What follows belongs to an exercise in optimizing a design on an open flow for a short achievable clock period and few clock cycles; a production flow would make more cautious choices.
The RTL was checked by simulation tests, not by an equivalence proof against the original design.
Power and IR drop assume default switching activity.

`design.v`:
```
`timescale 1ns / 1ps
module maze(
    input clk,
    input rst,
    input [5:0] starting_col, starting_row,
    input maze_in,
    output reg [5:0] row, col,
    output reg maze_oe,
    output reg maze_we,
    output reg done
);
localparam UP = 2'd0, RIGHT = 2'd1, DOWN = 2'd2, LEFT = 2'd3;
localparam MF = 0, MR = 1, MB = 2, ML = 3;
localparam RB = 4;             
localparam RD_R   = 0;  
localparam RD_F   = 1;  
localparam WAIT_R = 2;  
localparam RD_F2  = 3;  
localparam WAIT_F = 4;  
localparam RD_L   = 5;  
localparam WAIT_L = 6;  
localparam GO_R   = 7;  
localparam SPEC   = 8;  
localparam NPH    = 9;
localparam QN = 8;             
localparam SD = 512;           
localparam SW = 10;            
localparam SCAP = SD + 2;      
reg [NPH-1:0] ph;
reg fin;
reg [1:0] d;
reg [3:0] dh;                 
reg [5:0] xm2, xm1, x0, xp1, xp2, ym2, ym1, y0, yp1, yp2;
function [5:0] XO; input integer j; begin
    case (j) 0: XO = xm2; 1: XO = xm1; 2: XO = x0; 3: XO = xp1; default: XO = xp2; endcase
end endfunction
function [5:0] YO; input integer j; begin
    case (j) 0: YO = ym2; 1: YO = ym1; 2: YO = y0; 3: YO = yp1; default: YO = yp2; endcase
end endfunction
reg        eg [0:3];
reg        et;               
reg [5:0] qx [0:QN-1];
reg [5:0] qy [0:QN-1];
reg [2:0] qh;
reg [QN-1:0] qt;             
reg [3:0] qc;                
reg qpend;
reg [3:0] pc;                
reg qpe;                     
reg qempty, qfull;
reg [1:0] p0, p1;
reg tv0, tv1;
reg [SW-1:0] sc;
reg [1:0] sr [0:SD-1];
reg sp_push, sp_pop, sp_push2;
reg [1:0] sp_a, sp_b;
reg [1:0] l2;
always @(*) begin
    if (sp_push || sp_push2) l2 = sp_a;
    else if (sp_pop) l2 = sr[1];
    else l2 = sr[0];
end
function integer ef; input integer k; begin
    case (k & 3) 0: ef = 1; 2: ef = -1; default: ef = 0; endcase
end endfunction
function integer es; input integer k; begin
    case (k & 3) 1: es = 1; 3: es = -1; default: es = 0; endcase
end endfunction
function [11:0] fc; input integer f; input integer s; reg [5:0] cx, cy; begin
    case (1'b1)
        dh[UP]:    begin cx = XO(2 + s); cy = YO(2 - f); end
        dh[RIGHT]: begin cx = XO(2 + f); cy = YO(2 + s); end
        dh[DOWN]:  begin cx = XO(2 - s); cy = YO(2 + f); end
        default:   begin cx = XO(2 - f); cy = YO(2 - s); end
    endcase
    fc = {cy, cx};
end endfunction
wire [4:0] bxo, byo;
genvar gj;
generate for (gj = 0; gj < 5; gj = gj + 1) begin : g_b
    assign bxo[gj] = (XO(gj) == 6'd0) || (XO(gj) == 6'd63);
    assign byo[gj] = (YO(gj) == 6'd0) || (YO(gj) == 6'd63);
end endgenerate
function bfc; input integer f; input integer s; begin
    bfc = (dh[UP] && (bxo[2 + s] || byo[2 - f])) || (dh[RIGHT] && (bxo[2 + f] || byo[2 + s])) ||
          (dh[DOWN] && (bxo[2 - s] || byo[2 + f])) || (dh[LEFT] && (bxo[2 - f] || byo[2 - s]));
end endfunction
reg        c_eg [0:4][0:3];
reg [11:0] c_pos [0:4];
reg        c_et [0:4];
reg [1:0]  c_d [0:4];
reg signed [2:0] c_dx [0:4], c_dy [0:4];
integer m, k, bf, bs, af, as_;
always @(*) begin
    for (m = 0; m < 5; m = m + 1) begin
        if (m < 4) begin
            bf = ef(m); bs = es(m);
            af = m; as_ = m + 1;
        end else begin
            bf = -1; bs = 1;
            af = 1; as_ = 2;
        end
        c_pos[m] = fc(bf, bs);
        c_dx[m] = ({3{dh[UP]}} & bs) | ({3{dh[RIGHT]}} & bf) | ({3{dh[DOWN]}} & -bs) | ({3{dh[LEFT]}} & -bf);
        c_dy[m] = ({3{dh[UP]}} & -bf) | ({3{dh[RIGHT]}} & bs) | ({3{dh[DOWN]}} & bf) | ({3{dh[LEFT]}} & -bs);
        c_d[m] = d + af[1:0];
        c_et[m] = bfc(bf + (-1) * ef(af) + 1 * ef(as_), bs + (-1) * es(af) + 1 * es(as_));
        for (k = 0; k < 4; k = k + 1) begin
            c_eg[m][k] = bfc(bf + ef(k) * ef(af) + es(k) * ef(as_),
                             bs + ef(k) * es(af) + es(k) * es(as_));
        end
    end
end
reg [3:0] par, gor;
wire [11:0] head = qpe ? {y0, x0} : {qy[qh], qx[qh]};
wire [4:0] pm_fin, pm_gor, pm_rd, pm_back;
genvar gm;
generate for (gm = 0; gm < 4; gm = gm + 1) begin : g_pm
    assign pm_fin[gm] = eg[gm];
    assign pm_gor[gm] = !eg[gm] && par[gm] && gor[gm];
    assign pm_rd[gm]  = !eg[gm] && !(par[gm] && gor[gm]);
    assign pm_back[gm] = par[gm];
end endgenerate
assign pm_fin[4] = et;
assign pm_gor[4] = 1'b0;
assign pm_rd[4] = !et;
assign pm_back[4] = 1'b0;
wire a_wr = qfull || (par[MF] && gor[MF]);
wire a_mv = !a_wr && par[MF];
wire a_rd = !a_wr && !par[MF];
reg [4:0]  o_sel  [0:1];    
reg        o_mv   [0:1];
reg        o_push [0:1];
reg        o_pop  [0:1];
reg        o_back [0:1];
reg [NPH-1:0] o_ph [0:1];
reg        o_fin  [0:1];
reg        o_oe   [0:1];
reg        o_done [0:1];
reg        o_rdf  [0:1], o_rdl [0:1], o_wr [0:1];
integer o;
reg o1, o0, s_rdr;
reg [4:0] rdm;
always @(*) begin
    for (o = 0; o < 2; o = o + 1) begin
        o1 = (o == 1); o0 = (o == 0);
        s_rdr = ph[RD_R] || (ph[SPEC] && o1);
        o_sel[o][MF] = ((s_rdr && a_mv) || (ph[WAIT_R] && o1 && par[MF]) || (ph[WAIT_F] && o0));
        o_sel[o][MR] = ((ph[RD_F] && o0) || (ph[WAIT_R] && o0) || ph[GO_R]);
        o_sel[o][MB] = (ph[WAIT_L] && o1);
        o_sel[o][ML] = ((ph[WAIT_F] && o1 && par[ML]) || (ph[WAIT_L] && o0));
        o_sel[o][RB] = (ph[SPEC] && o0);
        o_mv[o] = |o_sel[o];
        rdm = o_sel[o] & pm_rd;
        o_rdf[o] = ((s_rdr && a_rd) || (ph[WAIT_R] && o1 && !par[MF]));
        o_rdl[o] = (ph[WAIT_F] && o1 && !par[ML]);
        o_wr[o] = fin || (((s_rdr && a_wr) || (ph[RD_F] && o1) || ph[RD_F2] || ph[RD_L]))
                  || |(o_sel[o] & pm_gor);
        o_fin[o] = fin || |(o_sel[o] & pm_fin);
        o_back[o] = |(o_sel[o] & pm_back);
        o_push[o] = (o_mv[o] && !o_back[o]);
        o_pop[o] = o_wr[o] && !qempty;
        o_oe[o] = o_rdf[o] || o_rdl[o] || |rdm;
        o_done[o] = done || (fin && qc == 4'd1);
        o_ph[o] = 0;
        o_ph[o][WAIT_R] = s_rdr && a_wr;
        o_ph[o][RD_F]   = s_rdr && a_rd;
        o_ph[o][RD_F2]  = ph[WAIT_R] && o1 && !par[MF];
        o_ph[o][WAIT_F] = ((ph[RD_F] && o1) || ph[RD_F2]);
        o_ph[o][RD_L]   = o_rdl[o];
        o_ph[o][WAIT_L] = ph[RD_L];
        o_ph[o][GO_R]   = |(o_sel[o] & pm_gor);
        o_ph[o][SPEC]   = s_rdr && rdm[MF];
        o_ph[o][RD_R]   = |(rdm & ~(s_rdr ? 5'b00001 : 5'b00000));
    end
end
reg [11:0] n_addr [0:1];
reg [5:0]  n_xo   [0:1][0:4];
reg [5:0]  n_yo   [0:1][0:4];
wire [5:0] xo_m3 = XO(0) - 6'd1, xo_p3 = XO(4) + 6'd1;
wire [5:0] yo_m3 = YO(0) - 6'd1, yo_p3 = YO(4) + 6'd1;
reg xinc, xdec, yinc, ydec;
integer j;
reg [1:0]  n_d    [0:1];
wire [11:0] a_f = fc(1, 0), a_l = fc(0, -1), a_rb = fc(-2, 1);
wire [11:0] a_dg [0:3];
assign a_dg[0] = fc(1, 1);
assign a_dg[1] = fc(-1, 1);
assign a_dg[2] = fc(-1, -1);
assign a_dg[3] = fc(1, -1);
reg        n_eg   [0:1][0:3];
reg        n_et   [0:1];
reg [3:0]  n_qc   [0:1];
reg        n_qe   [0:1], n_qf [0:1];
wire qc_is1 = (qc == 4'd1), qc_is7 = (qc == QN - 1);
reg [SW-1:0] n_sc [0:1];
reg [1:0]  n_p0 [0:1], n_p1 [0:1];
reg        n_tv0 [0:1], n_tv1 [0:1];
reg [3:0]  n_par [0:1], n_gor [0:1];
reg [1:0]  n_spa [0:1];
wire [3:0] qc_inc = qc + 4'd1, qc_dec = qc - 4'd1;
wire [SW-1:0] sc_inc  = (sc == SCAP) ? sc : sc + 1'b1;
wire [SW-1:0] sc_inc2 = (sc >= SCAP - 1) ? SCAP : sc + 2'd2;
wire [SW-1:0] sc_dec  = sc - 1'b1;
wire sc_ge3 = (sc >= 3);
wire [1:0] l2r = l2 - d;
integer mm;
always @(*) begin
    for (o = 0; o < 2; o = o + 1) begin
        n_addr[o] = 12'd0;
        if (o_wr[o]) n_addr[o] = n_addr[o] | head;
        if (o_rdf[o]) n_addr[o] = n_addr[o] | a_f;
        if (o_rdl[o]) n_addr[o] = n_addr[o] | a_l;
        for (mm = 0; mm < 4; mm = mm + 1)
            if (o_sel[o][mm] && pm_rd[mm]) n_addr[o] = n_addr[o] | a_dg[mm];
        if (o_sel[o][RB] && pm_rd[RB]) n_addr[o] = n_addr[o] | a_rb;
        n_d[o] = 2'd0; n_et[o] = 1'b0;
        xinc = 1'b0; xdec = 1'b0; yinc = 1'b0; ydec = 1'b0;
        for (k = 0; k < 4; k = k + 1) begin
            n_eg[o][k] = o_mv[o] ? 1'b0 : eg[k];
        end
        if (!o_mv[o]) begin n_d[o] = d; n_et[o] = et; end
        for (mm = 0; mm < 5; mm = mm + 1) begin
            if (o_sel[o][mm]) begin
                n_d[o] = n_d[o] | c_d[mm];
                n_et[o] = n_et[o] | c_et[mm];
                xinc = xinc | (c_dx[mm] == 3'sd1);
                xdec = xdec | (c_dx[mm] == -3'sd1);
                yinc = yinc | (c_dy[mm] == 3'sd1);
                ydec = ydec | (c_dy[mm] == -3'sd1);
                for (k = 0; k < 4; k = k + 1) begin
                    n_eg[o][k] = n_eg[o][k] | c_eg[mm][k];
                end
            end
        end
        for (j = 0; j < 5; j = j + 1) begin
            n_xo[o][j] = xinc ? ((j == 4) ? xo_p3 : XO(j + 1)) : xdec ? ((j == 0) ? xo_m3 : XO(j - 1)) : XO(j);
            n_yo[o][j] = yinc ? ((j == 4) ? yo_p3 : YO(j + 1)) : ydec ? ((j == 0) ? yo_m3 : YO(j - 1)) : YO(j);
        end
        n_qc[o] = (o_push[o] && !o_pop[o]) ? qc_inc : (!o_push[o] && o_pop[o]) ? qc_dec : qc;
        n_qe[o] = (o_push[o] && !o_pop[o]) ? 1'b0 : (!o_push[o] && o_pop[o]) ? qc_is1 : qempty;
        n_qf[o] = (o_push[o] && !o_pop[o]) ? qc_is7 : (!o_push[o] && o_pop[o]) ? 1'b0 : qfull;
        n_sc[o] = sc; n_p0[o] = p0; n_p1[o] = p1; n_tv0[o] = tv0; n_tv1[o] = tv1;
        n_spa[o] = p1 + d;
        if (o_sel[o][RB]) begin
            n_sc[o] = sc_inc2; n_p0[o] = 2'd2; n_p1[o] = 2'd3; n_tv0[o] = 1'b1; n_tv1[o] = 1'b1;
            n_spa[o] = p0 + d;
        end else if (o_mv[o] && o_back[o]) begin
            n_sc[o] = sc_dec; n_tv0[o] = tv1; n_tv1[o] = sc_ge3;
            n_p0[o] = 2'd0; n_p1[o] = 2'd0;
            for (mm = 0; mm < 4; mm = mm + 1)
                if (o_sel[o][mm]) begin
                    n_p0[o] = n_p0[o] | (p1 - mm[1:0]);
                    n_p1[o] = n_p1[o] | (l2r - mm[1:0]);
                end
        end else if (o_mv[o]) begin
            n_sc[o] = sc_inc; n_p0[o] = 2'd2; n_tv0[o] = 1'b1; n_tv1[o] = tv0;
            n_p1[o] = 2'd0;
            for (mm = 0; mm < 4; mm = mm + 1)
                if (o_sel[o][mm]) n_p1[o] = n_p1[o] | (p0 - mm[1:0]);
        end
        n_par[o] = {n_tv0[o] && (n_p0[o] == 2'd3), n_tv0[o] && (n_p0[o] == 2'd2),
                    n_tv0[o] && (n_p0[o] == 2'd1), n_tv0[o] && (n_p0[o] == 2'd0)};
        n_gor[o] = {n_tv1[o] && (n_p1[o] == 2'd0), n_tv1[o] && (n_p1[o] == 2'd3),
                    n_tv1[o] && (n_p1[o] == 2'd2), n_tv1[o] && (n_p1[o] == 2'd1)};
    end
end
wire mi = maze_in;
wire mv = o_mv[mi];
wire push = o_push[mi];
wire ppush = qpend && !(pop && qpe);
wire ppop = pop && !qpe;
wire [3:0] pc_inc = pc + 4'd1, pc_dec = pc - 4'd1;
wire pc_is1 = (pc == 4'd1);
wire pop = o_pop[mi];
integer i;
function [11:0] sfc; input integer f; input integer s; reg [5:0] cx, cy; begin
    cx = starting_col + s; cy = starting_row - f;
    sfc = {cy, cx};
end endfunction
function sbfc; input integer f; input integer s; reg [5:0] cx, cy; begin
    cx = starting_col + s; cy = starting_row - f;
    sbfc = (cx == 6'd0) || (cx == 6'd63) || (cy == 6'd0) || (cy == 6'd63);
end endfunction
always @(posedge clk) begin
    if (rst) begin
        ph <= 1 << RD_R;
        fin <= 1'b0;
        xm2 <= starting_col - 6'd2; xm1 <= starting_col - 6'd1; x0 <= starting_col;
        xp1 <= starting_col + 6'd1; xp2 <= starting_col + 6'd2;
        ym2 <= starting_row - 6'd2; ym1 <= starting_row - 6'd1; y0 <= starting_row;
        yp1 <= starting_row + 6'd1; yp2 <= starting_row + 6'd2;
        d <= UP;
        dh <= 4'b0001;
        for (k = 0; k < 4; k = k + 1) begin
            eg[k] <= sbfc(ef(k), es(k));
        end
        et <= sbfc(-1, 1);
        qc <= 4'd1;
        qempty <= 1'b0;
        qfull <= 1'b0;
        qh <= 3'd0;
        qt <= 2;
        qpend <= 1'b0;
        pc <= 4'd1;
        qpe <= 1'b0;
        qx[0] <= starting_col;
        qy[0] <= starting_row;
        row <= starting_row;
        col <= starting_col + 6'd1;
        maze_oe <= 1'b1;
        maze_we <= 1'b0;
        done <= 1'b0;
        sc <= 0;
        tv0 <= 1'b0;
        tv1 <= 1'b0;
        par <= 4'd0;
        gor <= 4'd0;
        sp_push <= 1'b0;
        sp_pop <= 1'b0;
        sp_push2 <= 1'b0;
    end else begin
        ph <= o_ph[mi];
        fin <= o_fin[mi];
        d <= n_d[mi];
        dh <= 4'b0001 << n_d[mi];
        xm2 <= n_xo[mi][0]; xm1 <= n_xo[mi][1]; x0 <= n_xo[mi][2]; xp1 <= n_xo[mi][3]; xp2 <= n_xo[mi][4];
        ym2 <= n_yo[mi][0]; ym1 <= n_yo[mi][1]; y0 <= n_yo[mi][2]; yp1 <= n_yo[mi][3]; yp2 <= n_yo[mi][4];
        for (k = 0; k < 4; k = k + 1) begin
            eg[k] <= n_eg[mi][k];
        end
        et <= n_et[mi];
        for (i = 0; i < QN; i = i + 1) begin
            if (ppush && qt[i]) begin
                qx[i] <= x0;
                qy[i] <= y0;
            end
        end
        if (ppush) qt <= {qt[QN-2:0], qt[QN-1]};
        if (ppop) qh <= qh + 3'd1;
        qpend <= push;
        pc <= (ppush && !ppop) ? pc_inc : (!ppush && ppop) ? pc_dec : pc;
        qpe <= (ppush && !ppop) ? 1'b0 : (!ppush && ppop) ? pc_is1 : qpe;
        qc <= n_qc[mi];
        qempty <= n_qe[mi];
        qfull <= n_qf[mi];
        row <= n_addr[mi][11:6];
        col <= n_addr[mi][5:0];
        maze_oe <= o_oe[mi];
        maze_we <= pop;
        done <= o_done[mi];
        sc <= n_sc[mi];
        p0 <= n_p0[mi];
        p1 <= n_p1[mi];
        tv0 <= n_tv0[mi];
        tv1 <= n_tv1[mi];
        par <= n_par[mi];
        gor <= n_gor[mi];
        sp_push2 <= o_sel[mi][RB];
        sp_push <= mv && !o_sel[mi][RB] && !o_back[mi];
        sp_pop <= o_back[mi];
        sp_a <= n_spa[mi];
        sp_b <= p1 + d;
    end
end
always @(posedge clk) begin
    if (sp_push2) begin
        sr[0] <= sp_a;
        sr[1] <= sp_b;
        for (i = 2; i < SD; i = i + 1) sr[i] <= sr[i-2];
    end else if (sp_push) begin
        sr[0] <= sp_a;
        for (i = 1; i < SD; i = i + 1) sr[i] <= sr[i-1];
    end else if (sp_pop) begin
        for (i = 0; i < SD - 1; i = i + 1) sr[i] <= sr[i+1];
    end
end
endmodule
```
`run.sh`:
```
#!/bin/bash
# synth_recipe.tcl (not shown) runs the flow's synth.tcl, then flattens the netlist and writes it again
# the make line also repeats each setting of config.mk as NAME=value (left out here)
make -C /OpenROAD-flow-scripts/flow DESIGN_CONFIG=/design/flow/config.mk WORK_HOME=/design/flow/orfs CLKGATE_MAP_FILE= SYNTH_SCRIPT=/design/flow/synth_recipe.tcl finish
```
`config.mk`:
```
export PLATFORM = sky130hd
export DESIGN_NAME = maze
export DESIGN_NICKNAME = maze
export VERILOG_FILES = /design/flow/design.v
export SDC_FILE = /design/flow/constraint.sdc
export NUM_CORES = 4
export LEC_CHECK = 0
export ABC_CLOCK_PERIOD_IN_PS = 2000
export CAP_MARGIN = 20
export CELL_PAD_IN_SITES_DETAIL_PLACEMENT = 1
export CORE_MARGIN = 2
export CORE_UTILIZATION = 40
export PLACE_DENSITY = 0.5
export SETUP_SLACK_MARGIN = 3.4
export SLEW_MARGIN = 20
```
`constraint.sdc`:
```
create_clock -name core_clock -period 5.5 [get_ports {clk}]
set_input_delay 1.1000 -clock core_clock [delete_from_list [all_inputs] [get_ports {clk}]]
set_output_delay 1.1000 -clock core_clock [all_outputs]
set_load 0.01 [all_outputs]
```
==> reports/results.txt <==
critical path arrival: 3.71 ns
YS warnings: 40
fin crit period: 3.03 ns
Die W: 416 um
status: no timing/DRC/antenna violations
Slew headroom: 34.3%
Register Area: 37,400 um^2
Synth Flop Type: edfxtp_1
filler instances: 17,700
num rows: 151
CP required: 6.18 ns
Async S/R FF share, synth: 0%
Seq/Total Area, Yosys: 55.0%
Hold Crit Depth: 2
VDD IR-drop max: 0.350 mV
Worst Clk Skew: 0.0384 ns
vias in the first global route: 51,200
Congestion Overflow GR: 0
Slew Limit Fails: 0
initial antenna violation count: 2
fin nets: 6,508
worst min path class: reg -> reg
pwr dens: 341 nW/um^2
largest net degree at the start of global routing: 274
first-pass GRT wire length: 293,000 um
Critical Path Start: ph[5]
Synth Register Bits: 1,270
routed len/inst: 22.1 um
final WL: 194,000 um
fin cells: 8,784
Syn Std Cell Area: 67,800 um^2
vias per cell: 5.89
drt first pass iters: 8
Worst-Margin Slew: 0.975 ns
Hold Worst Slack: 0.510 ns
Max Clock Freq: 330 MHz
DIE AREA: 173,000 um^2
DRC Markers: 0
RSZ-0062 raised after global routing: yes
period utilisation layout: 55.1%
GRT Util Overall: 20.6%
crit-path max FO: 4
starting density of the core: 40.2%
Cells after Synth: 6,277
hold endpoint: ph[4]
HPWL Detailed: 96,400 um
Final Hold Fails: 0
Register-to-Register Path Depth: 8
Placer Congestion: 0.879
Num CTS Buffers: 153
share of layout cells above drive strength 1: 17.5%
H-tree depth: 4
element type at the critical path end: flop
Cells after DPL: 8,081
clock-pin slew of the registers on the worst-case setup and hold paths: 0.07 ns
clock sink count: 1,270
number of flops mapped to enable cells by yosys: 1,186
leak pwr: 0.0261 uW
count of cell types in the netlist: 104
FF-to-FF End: qc[2]
final core utilization: 48.6%
CTS tree: yes
DRT iter0 DRCs: 4,984
final setup violation count: 0
io pins: 30
worst reg2reg startpoint: ph[5]
CTS max path bufs: 3
Root Driver: clkbuf_16
R2R setup slack: 2.47 ns
DR vias: 51,700
Multi-input gate area: 30,900 um^2
Die Y: 416 um
Clk Latency, worst-skew pair: 0.81 ns
Syn-to-layout area delta: 21.0%
core footprint: 169,000 um^2
IO buf count: 29
hold wc startpoint: ph[3]
Syn Area/Cell: 10.8 um^2
synthesized net count: 6,343
Max-cap violations: 0
startpoint types: flop
Routed Antenna Nets: 0
Worst Setup Path Type: reg -> reg
-- cell usage in the layout, fill, tap and decap left out, types with 12 or more instances in the layout --
master | netlist | layout
nor2_1 | 116 | 93
nand2_1 | 1209 | 1191
o21ai_0 | 1166 | 1124
ha_1 | 51 | 33
inv_1 | 94 | 79
xnor2_1 | 37 | 33
a221oi_2 | 2 | 18
buf_4 | 2 | 262
a222oi_1 | 50 | 50
clkbuf_1 | 432 | 43
mux2_2 | 15 | 14
o21ai_1 | 3 | 28
a22oi_2 | 0 | 20
edfxtp_1 | 1186 | 1186
buf_6 | 4 | 119
buf_16 | 0 | 23
nand4_1 | 33 | 33
and3_4 | 0 | 16
a21oi_2 | 1 | 24
nor2_4 | 0 | 16
a221oi_1 | 40 | 14
clkinv_2 | 0 | 22
clkbuf_16 | 0 | 172
dfxtp_4 | 0 | 23
a221o_1 | 23 | 21
dfxtp_2 | 0 | 21
buf_12 | 0 | 50
mux2i_1 | 1068 | 1063
dfxtp_1 | 84 | 40
a22oi_1 | 50 | 30
nand3_1 | 43 | 33
xor2_1 | 30 | 28
clkinv_1 | 0 | 29
ha_4 | 0 | 15
o21ai_2 | 1 | 14
a21oi_1 | 98 | 69
and3_1 | 21 | 12
nor3_1 | 34 | 23
-- cell usage after synthesis, types with 40 or more instances --
library cell,count,area (um^2)
a21oi_1,98,490
a221oi_1,40,350
a222oi_1,50,500
a22oi_1,50,375
clkbuf_1,432,1620
dfxtp_1,84,1680
edfxtp_1,1186,35600
ha_1,51,638
inv_1,94,353
mux2i_1,1068,10700
nand2_1,1209,4540
nand3_1,43,215
nor2_1,116,435
o21ai_0,1166,5840
-- critical path, cell delays in order (launching register included) --
cell     delay (ns)
dfxtp_2        0.34
or3_4          0.42
buf_6          0.14
buf_4          0.13
o41ai_2        0.77
xor2_1         0.30
mux2i_4        0.30
nor2b_1        0.18
mux2_1         0.32
-- cell type report --
class / instances / share of cell area [%]
clock buffer: 203 / 5.03
clock inverter: 75 / 0.889
inverter: 96 / 0.494
tap: 2218 / 3.38
multi-input combinational: 4421 / 37.7
timing repair inverter: 1 / 0.00914
timing repair buffer: 499 / 6.97
sequential: 1270 / 45.6
antenna: 1 / 0.00305
-- power by group --
part / switching (uW) / internal [uW]
Combinational: 2990 / 2310
Clock: 4260 / 5770
Sequential: 832 / 11900
Total: 8080 / 19900
-- worst max path at each step --
stage | slack (ns) | cells after the start | endpoint
floorplan | -3.05 | 6 | sr[100][0]
global route | 2.54 | 12 | pc[3]
detailed placement | 1.46 | 10 | qc[3]
CTS | 2.79 | 8 | pc[2]
global placement | 1.57 | 11 | pc[3]
finish | 2.47 | 8 | qc[2]
-- cells by family after synthesis --
kind of cell	synth area share (%)
simple gates	9.49
mux	16.1
xor+xnor	0.905
fa+ha+maj	0.941
buf+inv	3.48
flops	55.0
compound gates	14.1
-- metrics by stage --
stage / TNS (ns) / total power, uW / area, um^2 / worst slack [ns]
global placement: 0 / 16400 / 69800 / 1.57
detailed placement: 0 / 16500 / 69800 / 1.46
floorplan: -3115.12 / 15400 / 68100 / -3.05
CTS: 0 / 27700 / 80300 / 2.79
global route: 0 / 29100 / 82100 / 2.54
finish: 0 / 28000 / 82100 / 2.47
-- layer usage --
metal / vias up / track usage [%] / share of wire, %
met4: 2 / 7.53 / 4.0
met3: 579 / 3.64 / 6.0
met5: - / 0 / 0.0057
met1: 25900 / 29.0 / 45
li1: 23700 / - / -
met2: 1593 / 31.6 / 45
-- what timing repair did --
action	in CTS	in global routing
gates resized for setup	742	168
setup endpoints to repair	2343	1041
hold buffers	0	0
cloned	35	16
pin swaps	193	118
setup buffers	294	79
-- registers in the layout (all words and copies together) (netlist names), 6 cells and up, named ones only --
register and flops:
col 6, ph 9, qt 8, qx 48, qy 48, row 6
sc 10, sr 1024
Testbench counts, summed over its fixed seeds: cycles 225,904.

==> port drivers added, routing unchanged <==
In the flow no input, the clock included, has a driving cell. The finished layout below was timed again as built, in two steps.
Step 1 assumes that a clkbuf_16 drives the clock port and a buf_2 every other input.
Step 2 also shifts input and output timing later by t, the mid clock arrival at the registers, as if the neighbouring blocks saw the same clock.
Slacks: ideal / step 1 / step 2; pairs: ideal / step 1.
t, ns: 0.869
setup WS [ns]: 2.472 / 2.472 / 2.022
latest minus earliest clock arrival (ns): 0.039 / 0.039
After both steps setup and hold are still met in this run. The setup slack of this run moves by 0.000 ns with the drivers and by -0.450 ns with both steps.
